Background: an optimization exercise with open tools, aiming at small area. Do not read the settings as production practice.
The RTL was checked by simulation tests, not by an equivalence proof against the original design.
The flow treats the clock pin as an ideal source, which a real chip does not have.
Power and IR drop assume default switching activity.

==> flow/design.v <==
module clock(input clk, input reset, output clk_1hz, output t2, output sc,
             output bl, output [1:0] pos);
  reg [3:0] b;
  reg [2:0] yl;
  reg [6:0] yh;
  wire       fb = ~((b[3] & ~b[0]) | (~b[3] & b[1] & b[0]));
  wire       cb = b[3] & ~b[2] & ~b[0];       
  wire [7:0] hn = {1'b0, yh} + {7'd0, cb};
  wire       ch = hn[7];
  always @(posedge clk) begin
    if (reset) begin
      b  <= 4'd0;
      yl <= 3'd0;
      yh <= 7'd3;
    end
    else begin
      b  <= {b[2:0], fb};
      yl <= yl + {2'd0, cb};
      yh <= hn[6:0] | {5'd0, ch, ch};
    end
  end
  assign t2      = ch & yl[1] & yl[0];
  assign clk_1hz = t2 & yl[2];
  assign sc      = cb & yl[0];
  assign pos     = yl[2:1];
  assign bl      = (yl[0] ^ yh[0]) & ~(yl[1] ^ yh[1] ^ yh[0]);
endmodule
module counter(input clk, input reset, input pause, input adjust, input select,
               input clk_1hz, input t2, input sc, input bl, input [1:0] pos,
               output [6:0] disNum, output [3:0] select_digit);
  reg [3:0] s1, m1;
  reg [2:0] s10, m10;
  reg       freeze;
  reg [3:0] code;    
  wire s1c  = s1[3] & s1[1];
  wire s10c = s10[2] & s10[1];
  wire m1c  = m1[3] & m1[1];
  wire at_end = s1[3] & s1[0] & s10[2] & s10[0] & m1[3] & m1[0] & m10[2] & m10[0];
  wire inc_s1 = (adjust & select) ? t2 : (clk_1hz & ~freeze & ~at_end);
  wire inc_m1 = (adjust & ~select) ? t2 : s10c;
  always @(posedge clk) begin
    freeze <= adjust | pause;
    if (reset) begin
      s1  <= 0;
      s10 <= 0;
      m1  <= 0;
      m10 <= 0;
    end
    else begin
      s1  <= s1c  ? 4'd0 : s1 + {3'd0, inc_s1};
      s10 <= s10c ? 3'd0 : s10 + {2'd0, s1c};
      m1  <= m1c  ? 4'd0 : m1 + {3'd0, inc_m1};
      if (m1c)
        m10 <= (m10[2] & m10[0]) ? 3'd0 : m10 + 3'd1;
    end
  end
  reg  [3:0] dsel;
  always @(*) begin
    case (pos)
      2'd0: dsel = {1'b0, s10};
      2'd1: dsel = m1;
      2'd2: dsel = {1'b0, m10};
      default: dsel = s1;
    endcase
  end
  wire secs  = ~(pos[1] ^ pos[0]);
  wire blank = adjust & bl & ~(select ^ secs);
  always @(posedge clk) begin
    if (reset)
      code <= 4'hF;
    else if (sc)
      code <= blank ? 4'hF : dsel;
  end
  assign disNum[0] = (code[2] & ~code[1] & ~code[0]) | (code[3] & code[1]) | (~code[3] & ~code[2] & ~code[1] & code[0]);
  assign disNum[1] = ~((~code[1] & ~code[0]) | (~code[2]) | (~code[3] & code[1] & code[0]));
  assign disNum[2] = (~code[2] & code[1] & ~code[0]) | (code[3] & code[1]);
  assign disNum[3] = (code[2] & ~code[1] & ~code[0]) | (code[2] & code[1] & code[0]) | (~code[3] & ~code[2] & ~code[1] & code[0]);
  assign disNum[4] = (code[0]) | (code[2] & ~code[1]);
  assign disNum[5] = (code[1] & code[0]) | (~code[2] & code[1]) | (~code[3] & ~code[2] & code[0]);
  assign disNum[6] = (code[2] & code[1] & code[0]) | (~code[3] & ~code[2] & ~code[1]);
  assign select_digit = ~(4'b0001 << pos);
endmodule
module top_module(
    input pause,
    input reset,
    input select,
    input adjust,
    input clk,
    output [6:0] disNum,
    output [3:0] select_digit,
    output [5:0] counter_sec,
    output clk_1hz
    );
  wire t2, sc, bl;
  wire [1:0] pos;
  clock clock(.clk(clk), .reset(reset), .clk_1hz(clk_1hz), .t2(t2), .sc(sc),
              .bl(bl), .pos(pos));
  counter counter(.clk(clk), .reset(reset), .pause(pause), .adjust(adjust),
                  .select(select), .clk_1hz(clk_1hz), .t2(t2), .sc(sc), .bl(bl),
                  .pos(pos), .disNum(disNum), .select_digit(select_digit));
  assign counter_sec = 6'd0;
endmodule
==> flow/flow/run.sh <==
#!/bin/bash
# Layout flow: the standard ORFS flow (standard.sh) with
#  - synthesis: the standard flow's script, but abc maps with each of this folder's
#    abc_*.script files and keeps the smallest mapping (abc_pick.tcl),
#    and the half/full-adder extraction is skipped (ADDER_MAP_FILE empty);
#  - port buffers made from sky130_fd_sc_hd__buf_1;
#  - one tie cell shared by the constant outputs;
#  - the clock buffered by clk_tree.tcl (a few clock buffers fed by the clock
#    port, one per compact group of flip-flops) instead of CTS's H-tree; the
#    smallest choice whose estimated clock-pin slew is within CLK_SLEW_LIMIT.
# Each tool's output goes to a log file in this folder.
set -uo pipefail
here=$(pwd)
export FLOWDIR=$here/flow
export RESULTS=$here/orfs/results/sky130hd/top_module/base
{
  cat $FLOWDIR/abc_pick.tcl
  cat synth_recipe.tcl
} > my_synth.tcl
export BUFFER_PORTS_ARGS="-buffer_cell sky130_fd_sc_hd__buf_1"
args=(SYNTH_SCRIPT=$here/my_synth.tcl ADDER_MAP_FILE= SKIP_REPAIR_TIE_FANOUT=1)

bash standard.sh "${args[@]}" place > standard_place.log 2>&1 || exit 1

export CLK_SLEW_LIMIT=0.108
pick=""
for c in "3 clkbuf_4" "1 clkbuf_16" "2 clkbuf_8" "4 clkbuf_4" "3 clkbuf_8"; do
  set -- $c
  s=$(CLK_GROUPS=$1 CLK_BUF=$2 openroad -no_init -exit $FLOWDIR/clk_pick.tcl 2>&1 | tee -a clk_pick.log | sed -n 's/^SLEW //p')
  echo "choice $c: slew $s" >> clk_pick.log
  if [[ -n "$s" ]] && awk -v s="$s" -v l="$CLK_SLEW_LIMIT" 'BEGIN { exit !(s <= l) }'; then pick="$c"; break; fi
done
[[ -z "$pick" ]] && pick="4 clkbuf_8"
echo "picked $pick" >> clk_pick.log
set -- $pick
export CLK_GROUPS=$1 CLK_BUF=$2
export PRE_CTS_TCL=$FLOWDIR/clk_tree.tcl
# CTS leaves nets already driven by a buffer from its list
export CTS_ARGS="-buf_list sky130_fd_sc_hd__$CLK_BUF -root_buf sky130_fd_sc_hd__$CLK_BUF -dont_use_dummy_load"

bash standard.sh "${args[@]}" finish > standard.log 2>&1
==> flow/flow/abc_ds1.script <==
strash
&get -n
&deepsyn -T 30 -S 1
&dch -f
&nf -p -R 1000
&put
topo
==> flow/flow/abc_ds2.script <==
strash
&get -n
&deepsyn -T 30 -S 2
&dch -f
&nf -p -R 1000
&put
topo
==> flow/flow/abc_ds3.script <==
strash
&get -n
&deepsyn -T 30 -S 3
&dch -f
&nf -p -R 1000
&put
topo
==> flow/flow/abc_ds4.script <==
strash
&get -n
&deepsyn -T 30 -S 4
&dch -f
&nf -p -R 1000
&put
topo
==> flow/flow/abc_ds5.script <==
strash
&get -n
&deepsyn -T 30 -S 5
&dch -f
&nf -p -R 1000
&put
topo
==> flow/flow/abc_ds6.script <==
strash
&get -n
&deepsyn -T 30 -S 6
&dch -f
&nf -p -R 1000
&put
topo
==> flow/flow/abc_ds7.script <==
strash
&get -n
&deepsyn -T 30 -S 7
&dch -f
&nf -p -R 1000
&put
topo
==> flow/flow/abc_ds8.script <==
strash
&get -n
&deepsyn -T 30 -S 8
&dch -f
&nf -p -R 1000
&put
topo
==> flow/flow/abc_nf.script <==
strash
&get -n
&st
&dch -f
&nf -p -R 1000
&put
strash
&get -n
&dch -f
&nf -p -R 1000
&put
topo
==> flow/flow/abc_pick.tcl <==
# Sourced before the standard flow's synthesis script: abc maps the design once with each of
# this folder's abc_*.script files and keeps the mapping with the smallest area.
proc abc {args} {
  set si [lsearch -exact $args -script]
  set lib [lindex $args [expr {[lsearch -exact $args -liberty] + 1}]]
  design -save abc_pre
  set best_area 1e18
  foreach s [lsort [glob $::env(FLOWDIR)/abc_*.script]] {
    design -load abc_pre
    lset args [expr {$si + 1}] $s
    yosys abc {*}$args
    set st [tee -q -s result.string stat -liberty $lib]
    if {![regexp {Chip area for module '[^']*': ([0-9.]+)} $st -> a]} { continue }
    puts "abc with [file tail $s]: area $a"
    if {$a < $best_area} {
      set best_area $a
      design -save abc_best
    }
  }
  design -load abc_best
  puts "abc kept area $best_area"
}
==> flow/flow/clk_pick.tcl <==
# Estimate, on the placed design, the worst flip-flop clock-pin slew that
# clk_tree.tcl gives with CLK_GROUPS buffers of type CLK_BUF (placement parasitics).
set P $::env(FLOW_HOME)/platforms/sky130hd
set R $::env(RESULTS)
read_lef $P/lef/sky130_fd_sc_hd.tlef
read_lef $P/lef/sky130_fd_sc_hd_merged.lef
read_liberty $P/lib/sky130_fd_sc_hd__tt_025C_1v80.lib
read_db $R/3_place.odb
read_sdc $R/3_place.sdc
source $P/setRC.tcl
source $::env(FLOWDIR)/clk_tree.tcl
set_propagated_clock [all_clocks]
estimate_parasitics -placement
set mx 0
foreach p [get_pins -hierarchical */CLK] {
  foreach s [list [get_property $p slew_max_rise] [get_property $p slew_max_fall]] { if {$s > $mx} { set mx $s } }
}
puts "SLEW $mx"
==> flow/flow/clk_tree.tcl <==
# Clock buffering (sourced before CTS): split the clock sinks into CLK_GROUPS
# compact groups (recursive median cuts on x and y) and drive each group from one
# CLK_BUF clock buffer at its centroid, fed straight from the clock port. CTS
# then finds the clock already buffered and leaves it.
set K $::env(CLK_GROUPS)
set cell sky130_fd_sc_hd__$::env(CLK_BUF)
set block [ord::get_db_block]
set sinks {}
foreach it [[$block findNet clk] getITerms] {
  set bb [[$it getInst] getBBox]
  lappend sinks [list [expr {([$bb xMin] + [$bb xMax]) / 2}] [expr {([$bb yMin] + [$bb yMax]) / 2}] [[$it getInst] getName] [[$it getMTerm] getName]]
}
proc cut {sinks k} {
  if {$k <= 1} { return [list $sinks] }
  set xs [lsort -integer [lmap s $sinks {lindex $s 0}]]
  set ys [lsort -integer [lmap s $sinks {lindex $s 1}]]
  set idx [expr {([lindex $xs end] - [lindex $xs 0]) >= ([lindex $ys end] - [lindex $ys 0]) ? 0 : 1}]
  set sorted [lsort -integer -index $idx $sinks]
  set k1 [expr {$k / 2}]
  set n1 [expr {int(round(double([llength $sinks]) * $k1 / $k))}]
  return [concat [cut [lrange $sorted 0 [expr {$n1 - 1}]] $k1] [cut [lrange $sorted $n1 end] [expr {$k - $k1}]]]
}
set g 0
foreach grp [cut $sinks $K] {
  set sx 0; set sy 0; set pins {}
  foreach s $grp {
    set sx [expr {$sx + [lindex $s 0]}]; set sy [expr {$sy + [lindex $s 1]}]
    lappend pins [get_pins "[lindex $s 2]/[lindex $s 3]"]
  }
  set m [llength $grp]
  insert_buffer -buffer_cell $cell -net clk -load_pins $pins -buffer_name clkbuf_g$g -net_name clk_g$g \
    -location [list [expr {$sx / $m / 1000.0}] [expr {$sy / $m / 1000.0}]]
  incr g
}
==> flow/standard.sh <==
#!/bin/bash
# synth_recipe.tcl (not shown) runs the flow's synth.tcl, then flattens the netlist and writes it again
# the make line also repeats each setting of config.mk as NAME=value (left out here)
make -C /OpenROAD-flow-scripts/flow DESIGN_CONFIG=/design/flow/config.mk WORK_HOME=/design/flow/orfs CLKGATE_MAP_FILE= SYNTH_SCRIPT=/design/flow/synth_recipe.tcl "${@:-finish}"
==> flow/config.mk <==
export PLATFORM = sky130hd
export DESIGN_NAME = top_module
export DESIGN_NICKNAME = top_module
export VERILOG_FILES = /design/flow/design.v
export SDC_FILE = /design/flow/constraint.sdc
export NUM_CORES = 4
export LEC_CHECK = 0
export ABC_AREA = 1
export CAP_MARGIN = 20
export CORE_MARGIN = 2
export CORE_UTILIZATION = 40
export SLEW_MARGIN = 20
==> flow/constraint.sdc <==
create_clock -name core_clock -period 10.0 [get_ports {clk}]
set_input_delay 2.0000 -clock core_clock [delete_from_list [all_inputs] [get_ports {clk}]]
set_output_delay 2.0000 -clock core_clock [all_outputs]
set_load 0.01 [all_outputs]
==> notes.md, run 1 <==
final-report hold violation count = 0
Setup crit start = clock.b[3]
FF-to-FF setup slack = 7.08 ns
PostCTS Resize Cnt = 0
Antenna Nets Post-Route = 0
io pins = 23
leading area contributor after synthesis = dfxtp_1
worst r2r src = clock.b[3]
Setup TNS = 0 ns
status = complete, no violations
VDD IR-drop max = 48.7 µV
FF-to-FF End = counter.m1[2]
TritonRoute pass-1 iters = 4
Placed Area = 1490 µm²
Cell variety after synth = 29
pre-CTS WS = 5.85 ns
cell internal pwr = 154 µW
routed len/inst = 12.7 µm
Comb pwr share = 0.039
die width = 63.4 µm
antenna diode count = 0
Layout Utilization = 0.450
total power = 192 µW
gr ovfl total = 0
Core Box Area = 3360 µm²
FMAX = 230 MHz
switching part of the total = 0.198
hold_buf cts = 0
Worst Setup Start Kind = flop
Final setup viols = 0
minimum clock period = 4.34 ns
register area share after synthesis = 0.468
CP Max Fanout = 8
Post-Route WL = 2810 µm
crit share post-route = 0.434
Post-synth EDFFs = 0
Synth warnings = 2
clock skew after layout = 0.00591 ns
Clk network pwr share = 0.264
Die Ht = 63.4 µm
share of layout cells above drive strength 1 = 0.0114
first-pass GRT wire length = 4820 µm
initial antenna violation count = 0
Via-to-Cell Ratio = 5.27
WS Path Type = reg2out
DP Wirelength = 2100 µm
ys flop type = dfxtp_1
Slew @ Worst Pin = 0.894 ns
Pins Over Slew Limit = 0
Worst Setup EP = clk_1hz
Post-Syn Area = 1410 µm²
Fillers = 379
DR vias = 1170
area grow syn2layout = 7.09%
Worst-Skew Late Latency = 0.16 ns
Port Buf Inserts = 16
Hold/Removal Path Class = reg2reg
final design area excluding fillers = 1510 µm²
total track usage = 0.142
Mean Syn Cell Area = 8.61 µm²
Critical Path AT = 2.34 ns
Net Sw Power = 37.9 µW
Site Rows = 21
drt initial violations = 63
syn_nets = 169
ys async rst share = 0
synthesized flop and latch total = 33
Power Density = 127 nW/µm²
Yosys top cell area share = 0.468
Reg power frac = 0.697
worst slew slack as a fraction of its limit = 0.404
die area = 4020 µm²
largest net degree at the start of global routing = 21
max cap viols = 0
DRC Markers = 0
nets = 183
number of global-route vias before repair = 1123
post-CTS setup buffer count = 0
R2R depth = 10
Static Leak = 0.540 nW
synth top area cells = dfxtp_1, a21oi_1, nor3_1
unrepaired setup endpoints after global routing = false
CP endpoint kind = output port
Syn Inst Count = 164
clock edge transition at the registers on the reported setup and hold paths = 0.10 ns
WP data required = 8.00 ns
commonest non-fill, non-tap cell in the layout = dfxtp_1
most frequent cells in the layout = dfxtp_1, a21oi_1, buf_1
Setup WS post-layout = 5.66 ns
effective utilization at floorplan = 0.420
gpl congestion = 0.847
==> cells in the mapped netlist (all sizes together), types with 3 or more instances <==
cell type / count
dfxtp: 33
a21oi: 17
nor2: 14
nor3: 12
nand2: 10
nand2b: 9
o21ai: 9
nor2b: 7
and3: 6
buf: 6
o22ai: 6
o21a: 5
and2: 4
a21o: 3
xnor2: 3
==> area by class of cell, clock buffers not listed <==
cell class / instances / area [µm²] / area share
Timing Repair Buffer: 16 / 60.1 / 0.0397
Tap cell: 46 / 57.6 / 0.0380
Inverter: 1 / 3.75 / 0.00248
Multi-Input combinational cell: 124 / 703 / 0.465
Sequential cell: 33 / 661 / 0.437
==> routing by layer <==
| metal | GRT usage | vias to the layer above | share of wire | routed length [µm] |
|---|---|---|---|---|
| li1 | - | 608 | - | - |
| met1 | 0.186 | 529 | 0.46 | 1310 |
| met2 | 0.254 | 27 | 0.47 | 1330 |
| met3 | 0.00893 | 6 | 0.043 | 122 |
| met4 | 0.0326 | 0 | 0.019 | 53 |
| met5 | 0 | - | 0 | 0 |
==> critical path: stages (launching register included) <==
cell,delay [ns]
dfxtp_1,0.34
nor2b_1,0.16
nor2b_1,0.47
and4_1,0.35
and3_1,0.21
and2_0,0.22
nand3_1,0.15
nor2b_1,0.13
buf_1,0.16
==> sequential cells by signal (all words and copies together) (netlist names) <==
name,count
clock.yh,7
clock.b,4
counter.code,4
counter.m1,4
counter.s1,4
clock.yl,3
counter.m10,3
counter.s10,3
counter.freeze,1
==> logic make-up (layout without fill, tap and decap cells) <==
kind of cell,count (synthesis),after routing,synth area share
compound gates,47,47,0.200
xor+xnor,5,5,0.0310
buf+inv,7,19,0.0345
flops,33,33,0.468
other cells,1,1,0.00265
simple gates,71,71,0.264
==> metrics by stage <==
step / instances / hold WS [ns]
detailed placement: 220 / 0.461
finish: 222 / 0.471
CTS: 222 / 0.460
global placement: 220 / 0.454
global route: 222 / 0.492
floorplan: 164 / 0.430
==> power groups by stage <==
stage | registers, mW | logic [mW] | clock network [mW]
finish | 0.134 | 0.00747 | 0.0506
global route | 0.134 | 0.00848 | 0.0586
CTS | 0.137 | 0.00754 | 0.0383
detailed placement | 0.137 | 0.00749 | 0
global placement | 0.137 | 0.00736 | 0
floorplan | 0.136 | 0.00656 | 0
==> worst min-delay path by stage <==
stage                     from         end  slack [ns]  cells past startpoint
detailed placement  clock.b[1]  clock.b[2]        0.46                      1
global placement    clock.b[1]  clock.b[2]        0.45                      1
finish              clock.b[1]  clock.b[2]        0.47                      1
global route        clock.b[1]  clock.b[2]        0.49                      1
CTS                 clock.b[1]  clock.b[2]        0.46                      1
floorplan           clock.b[1]  clock.b[2]        0.43                      1
==> run 2, diff against run 1 <==
--- a/flow/design.v
+++ b/flow/design.v
@@ -24,5 +24,5 @@
   assign sc      = cb & yl[0];
   assign pos     = yl[2:1];
-  assign bl      = (yl[0] ^ yh[0]) & ~(yl[1] ^ yh[1] ^ yh[0]);
+  assign bl      = ~yh[0] & ~(yl[1] ^ yh[1]);
 endmodule
 module counter(input clk, input reset, input pause, input adjust, input select,
--- a/flow/flow/run.sh
+++ b/flow/flow/run.sh
@@ -23,5 +23,5 @@
 bash standard.sh "${args[@]}" place > standard_place.log 2>&1 || exit 1
 
-export CLK_SLEW_LIMIT=0.108
+export CLK_SLEW_LIMIT=0.112
 pick=""
 for c in "3 clkbuf_4" "1 clkbuf_16" "2 clkbuf_8" "4 clkbuf_4" "3 clkbuf_8"; do
--- a/flow/config.mk
+++ b/flow/config.mk
@@ -10,3 +10,4 @@
 export CORE_MARGIN = 2
 export CORE_UTILIZATION = 40
+export PLACE_DENSITY = 0.9
 export SLEW_MARGIN = 20
==> run 2 against run 1 <==
  * Synthesized cell count did not move
  * Total power increased by 0.21%
  * Highest routed layer unchanged
  * Largest power group unchanged
  * Critical endpoint unchanged
  * Global-route usage down 1.1 points
  * Still clean
  * Critical path depth did not move
  * Worst setup slack worse by 0.018 ns
  * Core utilization unchanged
  * Cell count did not move
  * Cell area is the same
  * Sequential share of layout area did not move
  * Worst hold slack improved by 0.0079 ns
==> notes.md, run 2 <==
Antenna Nets Post-Route = 0 (unchanged)
Site Rows = 21 (unchanged)
Worst path most repeated cell = nor2b_1 (unchanged)
max cap viols = 0 (unchanged)
routed len/inst = 11.6 µm (was 12.7 µm)
PostCTS Resize Cnt = 0 (unchanged)
nets = 183 (unchanged)
commonest non-fill, non-tap cell in the layout = dfxtp_1 (unchanged)
DR vias = 1143 (was 1170)
Critical Path AT = 2.36 ns (was 2.34 ns)
post-CTS setup buffer count = 0 (unchanged)
CP endpoint kind = output port (unchanged)
Slew @ Worst Pin = 0.850 ns (was 0.894 ns)
clock edge transition at the registers on the reported setup and hold paths = 0.09 ns (was 0.10 ns)
synth top area cells = dfxtp_1, a21oi_1, nor3_1 (unchanged)
effective utilization at floorplan = 0.420 (unchanged)
Top delay family on crit path = simple AND/OR/NAND/NOR gates (unchanged)
die area = 4020 µm² (unchanged)
status = complete, no violations (unchanged)
Port Buf Inserts = 16 (unchanged)
CP max stage cell = nor2b_1 (unchanged)
syn_nets = 169 (unchanged)
final-report hold violation count = 0 (unchanged)
Reg power frac = 0.695 (was 0.697)
register area share after synthesis = 0.468 (unchanged)
io pins = 23 (unchanged)
Power Density = 127 nW/µm² (about the same)
worst slew slack as a fraction of its limit = 0.434 (was 0.404)
area grow syn2layout = 7.09% (unchanged)
number of global-route vias before repair = 1057 (was 1123)
Synth top cells by count = dfxtp_1, a21oi_1, nor2_1 (unchanged)
drt initial violations = 24 (was 63)
FMAX = 229 MHz (was 230 MHz)
total track usage = 0.131 (was 0.142)
Comb pwr share = 0.039 (about the same)
TritonRoute pass-1 iters = 4 (unchanged)
hold_buf cts = 0 (unchanged)
leading area contributor after synthesis = dfxtp_1 (unchanged)
die width = 63.4 µm (unchanged)
DRC Markers = 0 (unchanged)
synthesized flop and latch total = 33 (unchanged)
Core Box Area = 3360 µm² (unchanged)
WS Path Type = reg2out (unchanged)
crit path cell chain = nor2b_1 > nor2b_1 > and4_1 > and3_1 > and2_0 > nand3_1 > nor2b_1 > buf_1 (unchanged)
Post-synth EDFFs = 0 (unchanged)
switching part of the total = 0.199 (was 0.198)
Die Ht = 63.4 µm (unchanged)
initial antenna violation count = 0 (unchanged)
Mean Syn Cell Area = 8.61 µm² (unchanged)
Worst Setup Start Kind = flop (unchanged)
most common cell in the netlist = dfxtp_1 (unchanged)
cell internal pwr = 154 µW (about the same)
VDD IR-drop max = 37.9 µV (was 48.7 µV)
Clk network pwr share = 0.266 (was 0.264)
DP Wirelength = 1930 µm (was 2100 µm)
number of flip-flops in the largest register = 7 (unchanged)
gr ovfl total = 0 (unchanged)
Net Sw Power = 38.3 µW (was 37.9 µW)
largest net degree at the start of global routing = 21 (unchanged)
crit share post-route = 0.436 (was 0.434)
Largest Register = clock.yh (unchanged)
Synth warnings = 2 (unchanged)
antenna diode count = 0 (unchanged)
Syn Inst Count = 164 (unchanged)
Static Leak = 0.540 nW (unchanged)
Pins Over Slew Limit = 0 (unchanged)
ys flop type = dfxtp_1 (unchanged)
Hold/Removal Path Class = reg2reg (unchanged)
Layout Utilization = 0.450 (unchanged)
Via-to-Cell Ratio = 5.15 (was 5.27)
share of layout cells above drive strength 1 = 0.0114 (unchanged)
ys async rst share = 0 (unchanged)
Post-Route WL = 2570 µm (was 2810 µm)
CP Max Fanout = 8 (unchanged)
Worst-Skew Late Latency = 0.16 ns (about the same)
gpl congestion = 0.782 (was 0.847)
Setup TNS = 0 ns (unchanged)
CP max stage delay = 0.45 ns (was 0.47 ns)
minimum clock period = 4.36 ns (was 4.34 ns)
most frequent cells in the layout = dfxtp_1, a21oi_1, buf_1 (unchanged)
clock skew after layout = 0.00847 ns (was 0.00591 ns)
unrepaired setup endpoints after global routing = false (unchanged)
Final setup viols = 0 (unchanged)
first-pass GRT wire length = 4570 µm (was 4820 µm)
Post-Syn Area = 1410 µm² (unchanged)
Critical path buffers and inverters = 1 (unchanged)
Cell variety after synth = 29 (unchanged)
Yosys top cell area share = 0.468 (unchanged)
WP data required = 8.00 ns (about the same)
==> run 2: final cells by class, clock buffers not listed <==
type,instances,area (µm²)
Multi-Input combinational cell,124,703
Sequential cell,33,661
Inverter,1,3.75
Tap cell,46,57.6
Timing Repair Buffer,16,60.1
Fill cell,357,1850
==> run 2: metrics by stage <==
stage / instances / hold slack [ns] / setup WS [ns] / power, mW / cell area, µm²
5_1_grt: 222 / 0.503 / 5.36 / 0.201 / 1510
3_5_place_dp: 220 / 0.458 / 5.81 / 0.144 / 1490
2_1_floorplan: 164 / 0.430 / 6.18 / 0.143 / 1410
6_report: 222 / 0.479 / 5.64 / 0.192 / 1510
3_3_place_gp: 220 / 0.460 / 5.93 / 0.144 / 1490
4_1_cts: 222 / 0.465 / 5.80 / 0.182 / 1510
==> run 2: routing by layer <==
layer  global-route usage  routed length [µm]  vias to the layer above
li1                     -                   -                      606
met1                0.179                1280                      521
met2                0.233                1170                       13
met3              0.00714                  81                        3
met4               0.0163                  37                        0
met5                    0                   0                        -
==> run 2: power by group through the flow <==
stage | registers, mW | logic [mW] | clock network [mW]
CTS | 0.137 | 0.00750 | 0.0383
floorplan | 0.136 | 0.00656 | 0
detailed placement | 0.137 | 0.00744 | 0
global route | 0.134 | 0.00848 | 0.0581
finish | 0.134 | 0.00744 | 0.0511
global placement | 0.137 | 0.00726 | 0
==> run 2: final timing paths <==
check,from,endpoint,slack (ns),depth (start not counted)
setup / recovery,clock.b[3],clk_1hz,5.64,8
hold / removal,clock.b[0],clock.b[1],0.48,1
setup reg to reg,clock.b[3],counter.m1[2],7.18,10
hold reg to reg,clock.b[0],clock.b[1],0.48,1
==> run 2: kinds of logic (layout without fill, tap and decap cells) <==
logic type / count (synthesis) / in the layout / synth area share
XOR/XNOR: 5 / 5 / 0.0310
flip-flops: 33 / 33 / 0.468
AO/OA/AOI/OAI: 47 / 47 / 0.200
other: 1 / 1 / 0.00265
buffers and inverters: 7 / 19 / 0.0345
AND/OR/NAND/NOR: 71 / 71 / 0.264
==> run 2: worst reg2reg max path, cell delays in order (launching register included) <==
cell,delay [ns]
dfxtp_1,0.33
nor2b_1,0.16
nor2b_1,0.45
and4_1,0.36
and3_1,0.22
and2_0,0.24
nand3_1,0.15
o21ai_0,0.39
and3_1,0.27
o21ai_0,0.09
a21oi_1,0.12
==> run 3, diff against run 2 <==
--- a/flow/flow/run.sh
+++ b/flow/flow/run.sh
@@ -23,7 +23,7 @@
 bash standard.sh "${args[@]}" place > standard_place.log 2>&1 || exit 1
 
-export CLK_SLEW_LIMIT=0.112
+export CLK_SLEW_LIMIT=0.118
 pick=""
-for c in "3 clkbuf_4" "1 clkbuf_16" "2 clkbuf_8" "4 clkbuf_4" "3 clkbuf_8"; do
+for c in "4 clkbuf_2" "3 clkbuf_4" "1 clkbuf_16" "2 clkbuf_8" "4 clkbuf_4" "3 clkbuf_8"; do
   set -- $c
   s=$(CLK_GROUPS=$1 CLK_BUF=$2 openroad -no_init -exit $FLOWDIR/clk_pick.tcl 2>&1 | tee -a clk_pick.log | sed -n 's/^SLEW //p')
==> run 3 against run 2 <==
  * Sequential power hardly changed
  * Worst setup slack lost 0.016 ns
  * Via count is 0.70% higher
  * Clock skew decreased by 0.0036 ns
  * Critical path type unchanged
  * Critical path depth unchanged
  * Cell area decreased by 0.33%
  * Core utilization is 0.15 points lower
  * Die area is the same
  * Maximum frequency down 0.37%
  * Cell count up 0.45%
==> notes.md, run 3 <==
register area share after synthesis = 0.468 (unchanged)
pre-CTS WS = 5.81 ns (unchanged)
Syn Inst Count = 164 (unchanged)
Via-to-Cell Ratio = 5.16 (was 5.15)
synth top area cells = dfxtp_1, a21oi_1, nor3_1 (unchanged)
number of global-route vias before repair = 1068 (was 1057)
WS Path Type = reg2out (unchanged)
Yosys top cell area share = 0.468 (unchanged)
DRC Markers = 0 (unchanged)
hold_buf cts = 0 (unchanged)
syn_nets = 169 (unchanged)
CP Max Fanout = 8 (unchanged)
largest net degree at the start of global routing = 21 (unchanged)
Worst Setup Start Kind = flop (unchanged)
antenna diode count = 0 (unchanged)
Synth warnings = 2 (unchanged)
Post-Route WL = 2540 µm (was 2570 µm)
total power = 187 µW (was 192 µW)
ys flop type = dfxtp_1 (unchanged)
number of flip-flops in the largest register = 7 (unchanged)
Post-Syn Area = 1410 µm² (unchanged)
Hold Startpoint = clock.b[2] (was clock.b[0])
TritonRoute pass-1 iters = 4 (unchanged)
gr ovfl total = 0 (unchanged)
WP data required = 8.00 ns (about the same)
ys async rst share = 0 (unchanged)
max cap viols = 0 (unchanged)
Die Ht = 63.4 µm (unchanged)
effective utilization at floorplan = 0.420 (unchanged)
clock skew after layout = 0.00486 ns (was 0.00847 ns)
Critical Path AT = 2.38 ns (was 2.36 ns)
synthesized flop and latch total = 33 (unchanged)
PostCTS Resize Cnt = 0 (unchanged)
gpl congestion = 0.782 (unchanged)
Pins Over Slew Limit = 0 (unchanged)
Port Buf Inserts = 16 (unchanged)
Mean Syn Cell Area = 8.61 µm² (unchanged)
final-report hold violation count = 0 (unchanged)
Worst-Skew Late Latency = 0.17 ns (was 0.16 ns)
Power Density = 124 nW/µm² (was 127 nW/µm²)
Post-synth EDFFs = 0 (unchanged)
DP Wirelength = 1930 µm (unchanged)
clock edge transition at the registers on the reported setup and hold paths = 0.10 ns (was 0.09 ns)
minimum clock period = 4.38 ns (was 4.36 ns)
area grow syn2layout = 6.73% (was 7.09%)
io pins = 23 (unchanged)
Final setup viols = 0 (unchanged)
most frequent cells in the layout = dfxtp_1, a21oi_1, buf_1 (unchanged)
Core Box Area = 3360 µm² (unchanged)
VDD IR-drop max = 69.1 µV (was 37.9 µV)
Synth top cells by count = dfxtp_1, a21oi_1, nor2_1 (unchanged)
crit share post-route = 0.438 (was 0.436)
initial antenna violation count = 0 (unchanged)
total track usage = 0.130 (was 0.131)
worst slew slack as a fraction of its limit = 0.432 (was 0.434)
nets = 184 (was 183)
Largest Register = clock.yh (unchanged)
DR vias = 1151 (was 1143)
drt initial violations = 24 (unchanged)
routed len/inst = 11.4 µm (was 11.6 µm)
Setup WS post-layout = 5.62 ns (was 5.64 ns)
Setup crit start = clock.b[3] (unchanged)
die area = 4020 µm² (unchanged)
leading area contributor after synthesis = dfxtp_1 (unchanged)
die width = 63.4 µm (unchanged)
Fillers = 361 (was 357)
first-pass GRT wire length = 4570 µm (unchanged)
Cell variety after synth = 29 (unchanged)
Slew @ Worst Pin = 0.852 ns (was 0.850 ns)
share of layout cells above drive strength 1 = 0.0169 (was 0.0114)
FMAX = 228 MHz (was 229 MHz)
Hold/Removal Path Class = reg2reg (unchanged)
post-CTS setup buffer count = 0 (unchanged)
area of the multi-input gates = 703 µm² (unchanged)
register area = 661 µm² (unchanged)
Site Rows = 21 (unchanged)
unrepaired setup endpoints after global routing = false (unchanged)
CP endpoint kind = output port (unchanged)
commonest non-fill, non-tap cell in the layout = dfxtp_1 (unchanged)
Setup TNS = 0 ns (unchanged)
Static Leak = 0.540 nW (about the same)
most common cell in the netlist = dfxtp_1 (unchanged)
Antenna Nets Post-Route = 0 (unchanged)
worst r2r src = clock.b[3] (unchanged)
status = complete, no violations (unchanged)
==> run 3: changes by cell type in the layout (fill, tap and decap cells not counted) <==
cell	change
clkbuf_4	+3
clkbuf_8	-2
==> run 3: final cells by class, clock buffers not listed <==
cell class,count,share of cell area
multi-input combinational,124,0.466
sequential,33,0.438
timing repair buffer,16,0.0398
tap,46,0.0382
inverter,1,0.00249
==> run 3: per-stage QoR <==
stage          instances  hold slack [ns]  utilization  area, µm²
2_1_floorplan        164            0.430            -       1410
3_5_place_dp         220            0.458        0.442       1490
5_1_grt              223            0.505        0.448       1510
3_3_place_gp         220            0.460        0.442       1490
4_1_cts              223            0.465        0.448       1510
6_report             223            0.479        0.448       1510
==> run 3: final timing paths <==
check	end	slack, ns	depth (start not counted)
worst max-delay path	clk_1hz	5.62	8
worst min-delay path	clock.b[3]	0.48	1
worst max register to register	counter.m1[2]	7.17	10
worst min register to register	clock.b[3]	0.48	1
==> run 3: cell families after synthesis <==
group,Yosys count,share of synthesized area
AOI/OAI and AO/OA,47,0.200
xor gates and xnor gates,5,0.0310
buffers and inverters,7,0.0345
DFF,33,0.468
other,1,0.00265
and+or+nand+nor,71,0.264
==> run 3: worst max-delay path, cell delays in order, from the launching register on <==
cell and delay [ns]:
dfxtp_1 0.33, nor2b_1 0.16, nor2b_1 0.46, and4_1 0.35
and3_1 0.22, and2_0 0.24, nand3_1 0.15, nor2b_1 0.14
buf_1 0.16
==> run 3: per-layer routing <==
| metal | vias up | GRT usage | share of wire |
|---|---|---|---|
| met5 | - | 0 | 0 |
| met4 | 0 | 0.0136 | 0.010 |
| met3 | 2 | 0.00893 | 0.035 |
| met2 | 18 | 0.233 | 0.46 |
| met1 | 522 | 0.178 | 0.49 |
| li1 | 609 | - | - |
==> run 3: power by group <==
group          switching, mW  leakage [nW]  internal (mW)
clock                 0.0311        0.0138         0.0144
sequential          0.000869         0.267          0.133
combinational        0.00493         0.259        0.00253
total                 0.0369         0.540          0.150
==> run 4, diff against run 3 <==
==> flow/flow/abc_am1.script (new file) <==
strash
&get -n
&deepsyn -T 30 -S 1
&put
dch -f
amap
topo
==> flow/flow/abc_am2.script (new file) <==
strash
&get -n
&deepsyn -T 30 -S 2
&put
dch -f
amap
topo
==> flow/flow/abc_am3.script (new file) <==
strash
&get -n
&deepsyn -T 30 -S 3
&put
dch -f
amap
topo
==> flow/flow/abc_am4.script (new file) <==
strash
&get -n
&deepsyn -T 30 -S 4
&put
dch -f
amap
topo
==> flow/flow/abc_nx1.script (new file) <==
strash
&get -n
&deepsyn -T 30 -S 1
&dch -f
&nf -p -R 1000 -F 8 -A 8 -C 32
&put
topo
==> flow/flow/abc_nx2.script (new file) <==
strash
&get -n
&deepsyn -T 30 -S 2
&dch -f
&nf -p -R 1000 -F 8 -A 8 -C 32
&put
topo
==> flow/flow/abc_nx3.script (new file) <==
strash
&get -n
&deepsyn -T 30 -S 3
&dch -f
&nf -p -R 1000 -F 8 -A 8 -C 32
&put
topo
==> flow/flow/abc_nx4.script (new file) <==
strash
&get -n
&deepsyn -T 30 -S 4
&dch -f
&nf -p -R 1000 -F 8 -A 8 -C 32
&put
topo
removed: flow/flow/abc_ds5.script
removed: flow/flow/abc_ds6.script
removed: flow/flow/abc_ds7.script
removed: flow/flow/abc_ds8.script
==> run 4 against run 3 <==
  * Still clean
  * Flip-flop and latch count unchanged
  * Sequential share of layout area up 0.11 points
  * Synthesized cell count is 2.4% higher
  * Worst hold slack better by 0.00082 ns
  * Register-to-register slack better by 0.11 ns
  * Cell area decreased by 0.25%
  * First-iteration DRC count increased by 50%
  * Critical endpoint unchanged
==> notes.md, run 4 <==
FMAX = 236 MHz (was 228 MHz)
hold_buf cts = 0 (unchanged)
minimum clock period = 4.24 ns (was 4.38 ns)
leading area contributor after synthesis = dfxtp_1 (unchanged)
CP endpoint kind = output port (unchanged)
ys async rst share = 0 (unchanged)
Site Rows = 21 (unchanged)
Hold/Removal Path Class = reg2reg (unchanged)
PostCTS Resize Cnt = 0 (unchanged)
largest net degree at the start of global routing = 17 (was 21)
Port Buf Inserts = 16 (unchanged)
register area share after synthesis = 0.469 (was 0.468)
syn_nets = 173 (was 169)
total power = 193 µW (was 187 µW)
VDD IR-drop max = 63.3 µV (was 69.1 µV)
crit path cell chain = nor2b_1 > nor2b_1 > and4_1 > and3_1 > and2_0 > nand4_1 > nor2_1 > buf_1 (was nor2b_1 > nor2b_1 > and4_1 > and3_1 > and2_0 > nand3_1 > nor2b_1 > buf_1)
clock skew after layout = 0.00359 ns (was 0.00486 ns)
FF-to-FF setup slack = 7.28 ns (was 7.17 ns)
effective utilization at floorplan = 0.419 (was 0.420)
most frequent cells in the layout = dfxtp_1, nor2_1, nand2_1, buf_1, nor3_1 (was dfxtp_1, a21oi_1, buf_1)
placed cells = 224 (was 220)
Pins Over Slew Limit = 0 (unchanged)
Post-Syn Area = 1410 µm² (about the same)
total track usage = 0.128 (was 0.130)
Static Leak = 0.537 nW (was 0.540 nW)
Cell variety after synth = 29 (unchanged)
Synth warnings = 2 (unchanged)
CP max stage cell = nor2b_1 (unchanged)
WP data required = 8.00 ns (about the same)
crit share post-route = 0.424 (was 0.438)
io pins = 23 (unchanged)
post-CTS setup buffer count = 0 (unchanged)
max cap viols = 0 (unchanged)
Worst-Skew Late Latency = 0.17 ns (about the same)
final design area excluding fillers = 1500 µm² (was 1510 µm²)
Slew @ Worst Pin = 0.742 ns (was 0.852 ns)
Post-synth EDFFs = 0 (unchanged)
routed len/inst = 11.5 µm (was 11.4 µm)
Hold Worst Slack = 0.480 ns (was 0.479 ns)
worst slew slack as a fraction of its limit = 0.505 (was 0.432)
non-filler cells, final = 227 (was 223)
Post-Route WL = 2620 µm (was 2540 µm)
Largest Register = clock.yh (unchanged)
TritonRoute pass-1 iters = 4 (unchanged)
Synth top cells by count = dfxtp_1, nor2_1, nand2_1 (was dfxtp_1, a21oi_1, nor2_1)
DP Wirelength = 2000 µm (was 1930 µm)
Antenna Nets Post-Route = 0 (unchanged)
Power Density = 128 nW/µm² (was 124 nW/µm²)
commonest non-fill, non-tap cell in the layout = dfxtp_1 (unchanged)
number of flip-flops in the largest register = 7 (unchanged)
Via-to-Cell Ratio = 5.16 (about the same)
Worst path most repeated cell = nor2b_1 (unchanged)
die area = 4010 µm² (was 4020 µm²)
most common cell in the netlist = dfxtp_1 (unchanged)
synthesized flop and latch total = 33 (unchanged)
DR vias = 1171 (was 1151)
Placed Area = 1480 µm² (was 1490 µm²)
Worst Setup Start Kind = flop (unchanged)
area grow syn2layout = 6.75% (was 6.73%)
Setup TNS = 0 ns (unchanged)
synth top area cells = dfxtp_1, nor2_1, nand2_1 (was dfxtp_1, a21oi_1, nor3_1)
ys flop type = dfxtp_1 (unchanged)
number of global-route vias before repair = 1001 (was 1068)
Core Box Area = 3360 µm² (unchanged)
Mean Syn Cell Area = 8.39 µm² (was 8.61 µm²)
die width = 63.3 µm (was 63.4 µm)
first-pass GRT wire length = 4400 µm (was 4570 µm)
DRC Markers = 0 (unchanged)
clock edge transition at the registers on the reported setup and hold paths = 0.11 ns (was 0.10 ns)
unrepaired setup endpoints after global routing = false (unchanged)
status = complete, no violations (unchanged)
antenna diode count = 0 (unchanged)
WS Path Type = reg2out (unchanged)
gpl congestion = 0.799 (was 0.782)
CP Max Fanout = 6 (was 8)
Critical Path AT = 2.24 ns (was 2.38 ns)
gr ovfl total = 0 (unchanged)
nets = 188 (was 184)
drt initial violations = 36 (was 24)
share of layout cells above drive strength 1 = 0.0166 (was 0.0169)
Die Ht = 63.3 µm (was 63.4 µm)
initial antenna violation count = 0 (unchanged)
Fillers = 349 (was 361)
Syn Inst Count = 168 (was 164)
Final setup viols = 0 (unchanged)
Yosys top cell area share = 0.469 (was 0.468)
final-report hold violation count = 0 (unchanged)
CP max stage delay = 0.36 ns (was 0.46 ns)
[run 4: cell count changes after synthesis, moves of 2 or more]
cell and delta:
a21oi_1 -9, nor2b_1 -2, nand3_1 +2, a211oi_1 -2
nor2_1 +10, nand2b_1 -4, nand2_1 +6, o21a_1 +2
[run 4: metal layers]
| metal | global-route usage | wire (µm) | up-vias |
|---|---|---|---|
| met5 | 0 | 0 | - |
| met4 | 0.0190 | 42 | 0 |
| met3 | 0.00893 | 131 | 4 |
| met2 | 0.221 | 1130 | 29 |
| met1 | 0.179 | 1320 | 526 |
| li1 | - | - | 612 |
[run 4: critical path: cells and delay by family (launching register included)]
family / cells / cell delay [ns]
buffers and inverters: 1 / 0.16
AND/OR/NAND/NOR: 7 / 1.58
flip-flops: 1 / 0.33
[run 4: area by class of cell, clock buffers not listed]
type | count | area [µm²] | area share
multi-input combinational | 127 | 696 | 0.463
sequential | 33 | 661 | 0.439
timing repair buffer | 16 | 60.1 | 0.0399
tap | 46 | 57.6 | 0.0383
inverter | 2 | 7.51 | 0.00499
[run 4: path summary, 6_finish.rpt]
check	startpoint	end	cells past startpoint
hold / removal	clock.b[0]	clock.b[1]	1
setup reg to reg	clock.b[3]	counter.m1[2]	10
setup / recovery	clock.b[3]	clk_1hz	8
hold reg to reg	clock.b[0]	clock.b[1]	1
[run 4: where the power goes]
group          internal [mW]  switching, mW
combinational        0.00451        0.00755
sequential             0.133        0.00200
clock                 0.0144         0.0310
[run 4: cell families (layout without fill, tap and decap cells)]
logic type / Yosys count / count (layout) / synth area share
and+or+nand+nor: 83 / 83 / 0.289
muxes: 1 / 1 / 0.00799
AOI/OAI and AO/OA: 37 / 37 / 0.163
DFF: 33 / 33 / 0.469
xor gates and xnor gates: 5 / 5 / 0.0311
buffers and inverters: 8 / 21 / 0.0373
other: 1 / 1 / 0.00266
[run 4: per-stage QoR]
stage / setup WS [ns] / util
3_3_place_gp: 6.06 / 0.440
6_report: 5.76 / 0.447
2_1_floorplan: 6.24 / -
4_1_cts: 5.97 / 0.447
5_1_grt: 5.59 / 0.447
3_5_place_dp: 5.99 / 0.440

-- what the ideal ports hide --
Ports are ideal in the flow. The routed layouts listed here were re-timed in OpenROAD.
Step 1 assumes that a clkbuf_16 drives the clock port and a buf_2 every other input.
Step 2 adds t to the input delays and takes it off the output delays; t is the mean of the earliest and latest rising clock arrival at the registers after step 1. Input paths then give back, and output paths get back, about the clock's delay inside the block.
Slacks: ideal / step 1 / step 2; pairs: ideal / step 1.
run | t (ns) | setup slack, ns | hold slack, ns | clock arrival spread, ns | worst data-port slew with drivers (ns)
run 1 | 0.184 | 5.657 / 5.626 / 5.811 | 0.471 / 0.471 / 0.471 | 0.007 / 0.007 | 0.03
run 2 | 0.192 | 5.639 / 5.601 / 5.793 | 0.479 / 0.479 / 0.479 | 0.009 / 0.008 | 0.03
run 3 | 0.200 | 5.623 / 5.589 / 5.788 | 0.479 / 0.479 / 0.479 | 0.005 / 0.005 | 0.03
run 4 | 0.202 | 5.761 / 5.723 / 5.925 | 0.480 / 0.480 / 0.480 | 0.004 / 0.004 | 0.03
After both steps every run listed still meets setup and hold.
